What follows belongs to an exercise in optimizing a design on an open flow for small area and a short achievable clock period; a production flow would make more cautious choices. Function was not checked in any run shown here: the RTL went through the layout flow alone.

## flow/design.v (module list and top-level ports; edited modules follow where they fit)
// module mac_corner: 2496 lines
// module mac_edge: 2496 lines
// module mac_inner: 2328 lines
// module pe_os: 34 lines
// module systolic_array_os: 158 lines
module systolic_array_os #(
    DATA_WIDTH = 16,
    ACC_WIDTH = 64
    )(
    input logic clk,
    input logic rstn,
    input logic acc_en,
    input logic signed [DATA_WIDTH-1:0] data_0_i,
    input logic signed [DATA_WIDTH-1:0] data_1_i,
    input logic signed [DATA_WIDTH-1:0] data_2_i,
    input logic signed [DATA_WIDTH-1:0] data_3_i,
    input logic signed [DATA_WIDTH-1:0] weight_0_i,
    input logic signed [DATA_WIDTH-1:0] weight_1_i,
    input logic signed [DATA_WIDTH-1:0] weight_2_i,
    input logic signed [DATA_WIDTH-1:0] weight_3_i,
    output logic signed [ACC_WIDTH-1:0] acc_res_pe0_o,
    output logic signed [ACC_WIDTH-1:0] acc_res_pe1_o,
    output logic signed [ACC_WIDTH-1:0] acc_res_pe2_o,
    output logic signed [ACC_WIDTH-1:0] acc_res_pe3_o,
    output logic signed [ACC_WIDTH-1:0] acc_res_pe4_o,
    output logic signed [ACC_WIDTH-1:0] acc_res_pe5_o,
    output logic signed [ACC_WIDTH-1:0] acc_res_pe6_o,
    output logic signed [ACC_WIDTH-1:0] acc_res_pe7_o,
    output logic signed [ACC_WIDTH-1:0] acc_res_pe8_o,
    output logic signed [ACC_WIDTH-1:0] acc_res_pe9_o,
    output logic signed [ACC_WIDTH-1:0] acc_res_pe10_o,
    output logic signed [ACC_WIDTH-1:0] acc_res_pe11_o,
    output logic signed [ACC_WIDTH-1:0] acc_res_pe12_o,
    output logic signed [ACC_WIDTH-1:0] acc_res_pe13_o,
    output logic signed [ACC_WIDTH-1:0] acc_res_pe14_o,
    output logic signed [ACC_WIDTH-1:0] acc_res_pe15_o
    );
  // ...
==> flow/flow/run.sh <==
#!/bin/bash
set -euo pipefail
BUF_CELL=${BUF_CELL:-sky130_fd_sc_hd__buf_1}
sed 's/yosys synth -nofsm -noshare /yosys synth -nofsm -noshare -noabc /' synth_recipe.tcl > noabc_synth.tcl
grep -q -- '-noabc' noabc_synth.tcl
sed "s#SYNTH_SCRIPT=[^ ]*#SYNTH_SCRIPT=$PWD/noabc_synth.tcl#" standard.sh > noabc_standard.sh
grep -q 'noabc_synth.tcl' noabc_standard.sh
bash noabc_standard.sh synth > synth.log 2>&1
export BUFFER_PORTS_ARGS="-buffer_cell $BUF_CELL"
bash standard.sh > layout.log 2>&1
==> flow/standard.sh <==
#!/bin/bash
# synth_recipe.tcl (not shown) runs the flow's synth.tcl, then flattens the netlist and writes it again
# the make line also repeats each setting of config.mk as NAME=value (left out here)
make -C /OpenROAD-flow-scripts/flow DESIGN_CONFIG=/design/flow/config.mk WORK_HOME=/design/flow/orfs CLKGATE_MAP_FILE= SYNTH_SCRIPT=/design/flow/synth_recipe.tcl "${@:-finish}"
==> flow/config.mk <==
export PLATFORM = sky130hd
export DESIGN_NAME = systolic_array_os
export DESIGN_NICKNAME = systolic_array_os
export VERILOG_FILES = /design/flow/design.v
export SDC_FILE = /design/flow/constraint.sdc
export NUM_CORES = 8
export LEC_CHECK = 0
export CAP_MARGIN = 20
export CORE_MARGIN = 2
export CORE_UTILIZATION = 40
export SETUP_SLACK_MARGIN = 3.0
export SLEW_MARGIN = 20
==> flow/constraint.sdc <==
create_clock -name core_clock -period 10.0 [get_ports {clk}]
set_input_delay 2.0000 -clock core_clock [delete_from_list [all_inputs] [get_ports {clk}]]
set_output_delay 2.0000 -clock core_clock [all_outputs]
set_load 0.01 [all_outputs]
==> impl_results.rst, run 1 <==
.. list-table::
   :header-rows: 1

   * - Metric
     - Value
   * - Detail-routed via count per cell
     - 5.26
   * - Stages on the worst setup path
     - 14
   * - Fraction of area in multi-input gates
     - 0.649
   * - Synthesis warning total
     - 8
   * - Most frequent cells in the layout
     - sky130_fd_sc_hd__fa_1 (3981), sky130_fd_sc_hd__nand2_1 (3962), sky130_fd_sc_hd__inv_1 (1924)
   * - Slew of the pin with the lowest slew margin
     - 1.26 ns
   * - FF+latch count, synth
     - 1386
   * - Nature of the critical path endpoint
     - output port
   * - Final core occ
     - 0.446
   * - Logic inverters
     - 1925
   * - Number of standard cells in the final layout excluding fillers
     - 24000
   * - Placed Area
     - 186000 sq um
   * - Leading cell type in the layout, fill and taps excluded
     - sky130_fd_sc_hd__fa_1
   * - Metal3 WL
     - 47100 um
   * - Setup total negative slack
     - 0 ns
   * - Portion of the clock cycle consumed by the worst path in the final layout
     - 0.697
   * - Post-layout minimum cycle time
     - 6.97 ns
   * - Maximum fanout count along the critical path
     - 4
   * - Status
     - timing/DRC/antenna clean
   * - Worst Hold Path EP
     - pe_1.data_o[4]$_DFFE_PP_
   * - Worst path arrival time
     - 4.97 ns
   * - Met1 usage
     - 0.319
   * - Total area of multi-input combinational cells
     - 130000 sq um
   * - Total of buffers placed on input and output ports
     - 1154
   * - Starting Density
     - 0.401
==> run 2: changes to the inputs <==
--- a/flow/config.mk
+++ b/flow/config.mk
@@ -8,5 +8,5 @@
 export CAP_MARGIN = 20
 export CORE_MARGIN = 2
 export CORE_UTILIZATION = 40
-export SETUP_SLACK_MARGIN = 3.0
+export SETUP_SLACK_MARGIN = 4.5
 export SLEW_MARGIN = 20
==> impl_results.rst, run 2 <==
.. list-table::
   :header-rows: 1

   * - Metric
     - Value
   * - Maximum buffer depth of the clock tree
     - 4
   * - Type of the worst setup path
     - flip-flop to output port
   * - TritonCTS clock tree
     - built
   * - First-pass GRT wire length
     - 921000 um
   * - Placeable core region
     - 448000 sq um
   * - Per-instance average area after synthesis
     - 10.5 sq um
   * - Total of buffers placed on input and output ports
     - 1154 (unchanged)
   * - DRC violation total after the first TritonRoute iteration
     - 9401
   * - Starting Density
     - 0.401 (unchanged)
   * - Worst min-delay path class
     - flip-flop to flip-flop
   * - Leading area contributor after synthesis
     - sky130_fd_sc_hd__fa_1
   * - FF+latch count, synth
     - 1386 (unchanged)
   * - Max Cap Violations
     - 0
   * - Buffers plus inverters on the worst setup path
     - 3
   * - Insertion delay to the later sink of the worst-skew pair
     - 0.97 ns
   * - Maximum fanout count along the critical path
     - 4 (unchanged)
   * - Area fraction in compound gates after synthesis
     - 0.0417
   * - Top Family by Delay on Critical Path
     - compound AO/OA/AOI/OAI gates
   * - Maximum cell stage delay along the critical path
     - 0.44 ns
   * - Post-Layout Inst Area
     - 222000 sq um
   * - Fin. max-slew vios
     - 0
   * - Most frequent cells in the layout
     - sky130_fd_sc_hd__nand2_1 (3803), sky130_fd_sc_hd__fa_1 (3042), sky130_fd_sc_hd__inv_1 (1852)
   * - Count of mapped cells out of synthesis
     - 17100
   * - Seq/Total Area, Yosys
     - 0.203
   * - Number of synthesized flops with an enable pin
     - 384
   * - Maximum number of pins on one net before global-route repair
     - 179
   * - Half-perimeter wire length of the detailed placement result
     - 445000 um
   * - Hold Vio Cnt, Final
     - 0
   * - Most common cell in the netlist
     - sky130_fd_sc_hd__fa_1
   * - Global placement routability congestion
     - 0.908
   * - Number of antenna violations at the first check in global routing
     - 49
   * - Horizontal extent of the die
     - 675 um
   * - Setup total negative slack
     - 0 ns (unchanged)
   * - Number of standard cells in the final layout excluding fillers
     - 24900 (+3.8%)
   * - Main synth FF type
     - sky130_fd_sc_hd__dfrtp_1
   * - Combinational family with the most area after synthesis
     - adder cells
   * - Vias after detailed routing
     - 132000
   * - Worst slew slack as a fraction of its limit
     - 0.210
   * - Hold-fix buffers at CTS
     - 0
   * - Synthesized Nets
     - 22100
   * - Fraction of registers with async set/reset
     - 0.723
   * - Adder-cell share of the synthesized area
     - 0.507
   * - Overall fraction of global-route tracks in use
     - 0.272
   * - Setup Viol. Count Final
     - 0
   * - Most prevalent standard cell on the critical path
     - sky130_fd_sc_hd__a311o_2
   * - Upper clock frequency limit
     - 147 MHz
   * - Top-area cell type share of the netlist area
     - 0.445
   * - Ratio of cells with drive above 1 in the final layout
     - 0.253
   * - Nature of the critical path endpoint
     - output port
   * - Synthesis warning total
     - 8 (unchanged)
   * - Portion of the clock cycle consumed by the worst path in the final layout
     - 0.682 (-0.0153)
   * - Final WL
     - 625000 um
   * - Final #Nets
     - 23800
   * - Multiplexer share of the synthesized area
     - 0.0000556
   * - Antenna Nets Post-Route
     - 0
   * - Fraction of the mapped netlist area in simple logic gates
     - 0.138
   * - Clock transition at path regs
     - 0.05 ns
   * - Synth-to-Final Area Change
     - 23.3%
   * - Number of global-route vias before repair
     - 143000
   * - Detailed-route wire length per cell
     - 25.1 um
   * - RSZ-0062 raised after global routing
     - true
   * - Most frequent cells after synthesis
     - sky130_fd_sc_hd__fa_1 (4002), sky130_fd_sc_hd__nand2_1 (3967), sky130_fd_sc_hd__inv_1 (1924), sky130_fd_sc_hd__dfrtp_1 (1002), sky130_fd_sc_hd__ha_1 (895)
   * - Netlist area before placement
     - 180000 sq um
   * - Req. time, crit path
     - 8.00 ns
   * - Detail-routed via count per cell
     - 5.28 (+0.26%)
   * - Full die area
     - 455000 sq um
   * - Inserted Clock Buffers
     - 193
   * - Area share of xor/xnor cells in the synthesized design
     - 0.0283
   * - Leading cell type in the layout, fill and taps excluded
     - sky130_fd_sc_hd__nand2_1
   * - GRT Residual Overflow
     - 0
   * - CTS Root Cell
     - sky130_fd_sc_hd__clkbuf_16
   * - Number of distinct library cell variants in the gate-level netlist after synthesis
     - 75
   * - Placed Area
     - 191000 sq um (+2.2%)
   * - Remaining DRCs
     - 0
   * - Status
     - timing/DRC/antenna clean
   * - Critical Path Slowest Stage Cell
     - sky130_fd_sc_hd__a311o_2
   * - Slew of the pin with the lowest slew margin
     - 1.18 ns (-0.0726 ns)
   * - Die span in y
     - 675 um
   * - Number of H-tree levels
     - 4
   * - Sinks on Clock Net
     - 1386
   * - Top-Level Pins
     - 1155
   * - Dpl cells
     - 23000
   * - Cell Rows
     - 246
   * - Detailed Routing Iterations Pass 1
     - 5
   * - Leading cell types by total area after synthesis
     - sky130_fd_sc_hd__fa_1 (44%), sky130_fd_sc_hd__dfrtp_1 (14%), sky130_fd_sc_hd__nand2_1 (8.3%), sky130_fd_sc_hd__edfxtp_1 (6.4%), sky130_fd_sc_hd__ha_1 (6.2%)
   * - Type of element launching the critical path
     - flip-flop
   * - Worst path arrival time
     - 4.82 ns (-0.15 ns)
   * - Post-layout minimum cycle time
     - 6.82 ns (-0.153 ns)
   * - Critical Path, Cell by Cell
     - ha_2, a311o_2, a311o_2, a311o_2, a311o_2, nand3_4, nand3_4, a311oi_4, inv_2, a21o_4, a311o_2, buf_4, xor2_2, buf_2
   * - Post-route clock skew
     - 0.0824 ns
## run 2: cell counts after synthesis
Identical to the previous run, type by type.
## run 2: cell families (layout without fill, tap and decap cells)
kind of cell,Yosys count,in the layout
buffers and inverters,3316,5167
xor gates and xnor gates,582,585
muxes,1,1
adders and majority gates,4897,4897
DFF,1386,1386
AOI/OAI and AO/OA,1190,1190
and+or+nand+nor,5712,5717
other,0,34
## run 2: repair_timing
item                                   in CTS  in global routing
setup endpoints to repair                 971                753
pin swaps                                 643                639
setup buffers                            1099                365
gates cloned                               19                 15
gates resized for setup                  1827                949
endpoints found under the hold margin       0                  0
## run 2: path summary, 6_finish.rpt
kind / end / depth (start not counted) / from / slack [ns]
worst max-delay path: acc_res_pe12_o[21] / 14 / pe_12.genblk1.g_mac.u_mac.p_r[2]$_DFF_PN0_ / 3.18
worst min-delay path: pe_8.weight_o[0]$_DFFE_PP_ / 0 / pe_4.weight_o[0]$_DFFE_PP_ / 0.48
worst max register to register: pe_7.genblk1.g_mac.u_mac.acc_r[47]$_DFFE_PN0P_ / 23 / pe_6.data_o[1]$_DFFE_PP_ / 3.46
worst min register to register: pe_8.weight_o[0]$_DFFE_PP_ / 0 / pe_4.weight_o[0]$_DFFE_PP_ / 0.48
max in group asynchronous: pe_1.genblk1.g_mac.u_mac.p_r[35]$_DFF_PN0_ / 3 / rstn / 6.50
min in group asynchronous: pe_14.genblk1.g_mac.u_mac.acc_r[20]$_DFFE_PN0P_ / 1 / rstn / 1.20
## run 2: worst reg2reg max path, cell delays in order (launching register included)
cell	delay [ns]
sky130_fd_sc_hd__edfxtp_1	0.44
sky130_fd_sc_hd__buf_12	0.18
sky130_fd_sc_hd__buf_6	0.11
sky130_fd_sc_hd__buf_6	0.11
sky130_fd_sc_hd__and2_4	0.13
sky130_fd_sc_hd__fa_2	0.52
sky130_fd_sc_hd__inv_2	0.04
sky130_fd_sc_hd__fa_2	0.34
sky130_fd_sc_hd__fa_2	0.34
sky130_fd_sc_hd__fa_2	0.35
sky130_fd_sc_hd__fa_2	0.35
sky130_fd_sc_hd__fa_2	0.36
sky130_fd_sc_hd__fa_2	0.36
sky130_fd_sc_hd__ha_4	0.18
sky130_fd_sc_hd__o41a_1	0.48
sky130_fd_sc_hd__a211oi_4	0.30
sky130_fd_sc_hd__o21a_1	0.21
sky130_fd_sc_hd__o31a_1	0.26
sky130_fd_sc_hd__o41a_1	0.27
sky130_fd_sc_hd__o31ai_4	0.11
sky130_fd_sc_hd__a221o_1	0.35
sky130_fd_sc_hd__o41a_1	0.38
sky130_fd_sc_hd__a211o_1	0.24
sky130_fd_sc_hd__nand3_1	0.07
## run 2: stage by stage
step                      utilization  hold slack (ns)  worst slack [ns]
after global placement          0.425            0.459              2.68
after detailed placement        0.425            0.460              2.66
after floorplan                     -            0.417              3.78
after global routing            0.495            0.487              3.10
after CTS                       0.480            0.474              3.06
final                           0.495            0.476              3.18
## run 2: cell type report
class | instances | area, sq um
Antenna cell | 34 | 85.1
Clock buffer | 251 | 5380
Clock inverter | 106 | 1380
Fill cell | 39700 | 226000
Inverter | 1925 | 7230
Multi-Input combinational cell | 12400 | 140000
Sequential cell | 1386 | 36600
Tap cell | 5952 | 7450
Timing Repair Buffer | 2885 | 23500
## run 2: metal layers
layer / GRT usage / part of all wire / vias to the layer above
li1: - / - / 55200
met1: 0.330 / 0.37 / 69000
met2: 0.444 / 0.48 / 5955
met3: 0.0620 / 0.083 / 1430
met4: 0.160 / 0.069 / 24
met5: 0 / 0.00028 / -

==> separate check: timing with driven ports <==
In the flow no input, the clock included, has a driving cell. The finished layouts below were timed again as built, in two steps.
Step 1 sets driving cells, clkbuf_16 on the clock port and buf_2 on the other inputs (assumed; they add their load-dependent delay and slew).
Step 2 moves the port delays by t, midway between the first and last clock arrival at a register: inputs arrive t later, outputs are due t later. That takes back most of the time a late clock gives input paths.
a / b / c = ideal ports / drivers / drivers and shift; a / b = the first two.
| run | t (ns) | setup WS [ns] | latest minus earliest clock arrival (ns) | cell pins on the clock port's net |
|---|---|---|---|---|
| run 1 | 1.011 | 3.029 / 2.913 / 2.105 | 0.067 / 0.067 | 1 |
| run 2 | 1.044 | 3.183 / 3.055 / 3.458 | 0.105 / 0.105 | 1 |
After both steps every run listed still meets setup and hold. For run 1, which loses most, drivers alone change the setup slack by -0.116 ns; drivers and shift together by -0.924 ns.
